This design comes from an exercise in tuning for small area, a short achievable clock period and few clock cycles on the open sky130 flow, not from production work.
At most, simulation tests tie the RTL to the original design; equivalence was not proved.
No activity file was given, so power comes from the tool's default toggle rates.

==> ember <==
==> flow/design.v (excerpt) <==
module CPU(clk, rst, data_out, data_in, address, memwt, reg0);
==> flow/config.mk <==
export PLATFORM = sky130hd
export DESIGN_NAME = CPU
export DESIGN_NICKNAME = CPU
export VERILOG_FILES = /design/flow/design.v
export SDC_FILE = /design/flow/constraint.sdc
export NUM_CORES = 4
export LEC_CHECK = 0
export ABC_CLOCK_PERIOD_IN_PS = 3000
export CAP_MARGIN = 20
export CORE_MARGIN = 2
export CORE_UTILIZATION = 50
export CTS_BUF_LIST = sky130_fd_sc_hd__clkbuf_8
export CTS_CLUSTER_DIAMETER = 100
export CTS_CLUSTER_SIZE = 30
export SETUP_SLACK_MARGIN = 5.0
export SLEW_MARGIN = 20
==> flow/constraint.sdc <==
create_clock -name core_clock -period 8.0 [get_ports {clk}]
set_input_delay 1.6000 -clock core_clock [delete_from_list [all_inputs] [get_ports {clk}]]
set_output_delay 1.6000 -clock core_clock [all_outputs]
set_load 0.01 [all_outputs]
run.sh (not shown) runs the stock make flow with config.mk's settings and CLKGATE_MAP_FILE= SYNTH_SCRIPT=/design/flow/synth_recipe.tcl, a recipe that flattens the netlist after the stock synthesis.
==> inputs of sierra, as changes to ember <==
==> flow/design.v (replaced) <==
module CPU(clk, rst, data_out, data_in, address, memwt, reg0);
input clk;
input rst;
input [15:0] data_in;
output [15:0] data_out;
output [11:0] address;
output [15:0] reg0;
output memwt;
reg [15:0] regbank [7:0];
reg [11:0] addr;       
reg        zeroflag;
reg [15:0] opa;        
reg [15:0] opb;        
reg ex_alu, ex_ldi, ex_ld, ex_st, ex_mem;
reg [7:0] ex_we;       
reg [2:0] ex_rd;
reg s_sum, s_and, s_or, s_xor, cin;
assign memwt = ex_st;
assign data_out = opa;
assign address = addr;
assign reg0 = regbank[0];
wire [15:0] g = opa & opb;
wire [15:0] p = opa ^ opb;
wire [15:0] o = opa | opb;
wire [15:0] g0 = {g[15:1], g[0] | (p[0] & cin)};
wire [15:0] p0 = p;
wire [15:0] g1, p1, g2, p2, g3, p3, g4, p4;
genvar i;
generate
    for (i = 0; i < 16; i = i + 1) begin : pfx
        if (i & 1) begin
            assign g1[i] = g0[i] | (p0[i] & g0[i - 1]);
            assign p1[i] = p0[i] & p0[i - 1];
        end else begin
            assign g1[i] = g0[i];
            assign p1[i] = p0[i];
        end
        if (i & 2) begin
            assign g2[i] = g1[i] | (p1[i] & g1[(i & ~3) + 1]);
            assign p2[i] = p1[i] & p1[(i & ~3) + 1];
        end else begin
            assign g2[i] = g1[i];
            assign p2[i] = p1[i];
        end
        if (i & 4) begin
            assign g3[i] = g2[i] | (p2[i] & g2[(i & ~7) + 3]);
            assign p3[i] = p2[i] & p2[(i & ~7) + 3];
        end else begin
            assign g3[i] = g2[i];
            assign p3[i] = p2[i];
        end
        if (i & 8) begin
            assign g4[i] = g3[i] | (p3[i] & g3[7]);
            assign p4[i] = p3[i] & p3[7];
        end else begin
            assign g4[i] = g3[i];
            assign p4[i] = p3[i];
        end
    end
endgenerate
wire [15:0] carry = {g4[14:0], cin};      
wire [15:0] sum = p ^ carry;
wire [15:0] result = ({16{s_sum}} & sum) | ({16{s_and}} & g) |
                     ({16{s_or}} & o) | ({16{s_xor}} & p);
wire z_sum = ~|(p ^ {o[14:0], cin});
wire z_next = (s_sum & z_sum) | (s_and & ~|g) | (s_or & ~|o) | (s_xor & ~|p) |
              ~(s_sum | s_and | s_or | s_xor);
wire [3:0] op = data_in[15:12];
wire [2:0] f = data_in[11:9];
wire [2:0] u = data_in[8:6];
wire [2:0] sa = data_in[8:6];
wire [2:0] sb = data_in[5:3];
wire fetch = ~ex_mem;
wire [11:0] seq = addr + 12'd1;
wire [15:0] ra = (ex_alu && ex_rd == sa) ? result : regbank[sa];
wire [15:0] rb = (ex_alu && ex_rd == sb) ? result : regbank[sb];
wire is_alu = (op == 4'h7);
wire un = is_alu & (f == 3'h7);                  
wire zf_now = ex_alu ? z_next : zeroflag;
wire ldst = (op == 4'h2) | (op == 4'h3);
wire hazard = ex_alu & (ex_rd == sb);
wire take = (op == 4'h5) | ((op == 4'h4) & zf_now);
always @(posedge clk) begin
    opa <= un ? {16{u == 3'h3}} : ra;
    opb <= ldst ? {4'h0, seq} : rb ^ {16{is_alu & ((f == 3'h1) | (un & (u == 3'h1)))}};
    cin <= (f == 3'h1) | (un & (u == 3'h2));
    s_sum <= (f == 3'h0) | (f == 3'h1) | (un & ~u[2]);
    s_and <= (f == 3'h2);
    s_or  <= (f == 3'h3);
    s_xor <= (f == 3'h4);
    ex_rd <= data_in[2:0];
    if (ex_alu)
        regbank[ex_rd] <= result;
    else if (ex_ldi | ex_ld)
        regbank[ex_rd] <= data_in;
    if (rst) begin
        addr <= 12'd0;
        zeroflag <= 1'b0;
        {ex_alu, ex_ldi, ex_ld, ex_st, ex_mem} <= 5'b0;
    end else begin
        zeroflag <= zf_now;
        if (fetch & ldst & hazard) begin
            {ex_alu, ex_ldi, ex_ld, ex_st, ex_mem} <= 5'b0;
        end else if (fetch) begin
            ex_alu <= is_alu;
            ex_ldi <= (op == 4'h1);
            ex_ld  <= (op == 4'h2);
            ex_st  <= (op == 4'h3);
            ex_mem <= (op == 4'h1) | ldst;
            if (ldst)
                addr <= regbank[sb][11:0];
            else if (take)
                addr <= seq + data_in[11:0];
            else
                addr <= seq;
        end else begin
            {ex_alu, ex_ldi, ex_ld, ex_st, ex_mem} <= 5'b0;
            addr <= ex_ldi ? seq : opb[11:0];
        end
    end
end
endmodule
==> flow/config.mk (replaced) <==
export PLATFORM = sky130hd
export DESIGN_NAME = CPU
export DESIGN_NICKNAME = CPU
export VERILOG_FILES = /design/flow/design.v
export SDC_FILE = /design/flow/constraint.sdc
export NUM_CORES = 4
export LEC_CHECK = 0
export ABC_CLOCK_PERIOD_IN_PS = 2000
export CAP_MARGIN = 20
export CORE_MARGIN = 2
export CORE_UTILIZATION = 60
export SETUP_SLACK_MARGIN = 5.0
export SLEW_MARGIN = 20
==> qor summary <==
Number of cells on the worst reg-to-reg path: ember 11; sierra 10
DP HPWL: ember 28600 microns; sierra 23600 microns
Die height: ember 164 microns; sierra 139 microns
Multi-input combinational gate total: ember 857; sierra 659
Met1 Track Usage GR: ember 48.4%; sierra 51.2%
Buffers outside the clock class: ember 218; sierra 154
Outcome: ember complete, no violations; sierra complete, no violations
Number of nets at the end of the flow: ember 1422; sierra 1131
Number of clock sinks: ember 198; sierra 186
Final worst clock skew: ember 0.0249 ns; sierra 0.0233 ns
Crit path buffers/inverters: ember 3; sierra 2
Routed length on met1: ember 18600 microns; sierra 13800 microns
Internal: ember 1.78 mW; sierra 1.88 mW
Xor and xnor fraction of the mapped netlist area: ember 8.33%; sierra 4.61%
Compound-Gate Fraction of Synth Area: ember 15.2%; sierra 12.0%
Critical setup path kind: ember input port to register; sierra register to register
Adder-Cell Fraction of Synth Area: ember 4.82%; sierra 6.09%
Testbench counts of sierra, summed over its fixed seeds: cycles 36,768.
No functional check of the RTL was part of ember.

-- afterwards: timing with drivers on the ports --
How much do the figures lean on ideal ports? The routed layouts below were timed once more, with nothing changed but the port constraints. Step 1 assumes that a clkbuf_16 drives the clock port and a buf_2 every other input. Step 2 also shifts input and output timing later by t, the mid clock arrival at the registers, as if the neighbouring blocks saw the same clock. a / b / c = ideal / step 1 / step 2; a / b = the first two.
run	t (ns)	setup WS [ns]	hold WS [ns]	latest minus earliest clock arrival (ns)	worst slew at a driven data input, ns
ember	0.526	4.705 / 4.702 / 4.176	0.567 / 0.567 / 0.567	0.026 / 0.026	0.08
sierra	0.485	4.649 / 4.649 / 4.285	0.588 / 0.588 / 0.588	0.026 / 0.026	0.06
After both steps every run listed still meets setup and hold. The setup slack of ember, which loses most, moves by -0.003 ns with the drivers and by -0.529 ns with both steps.
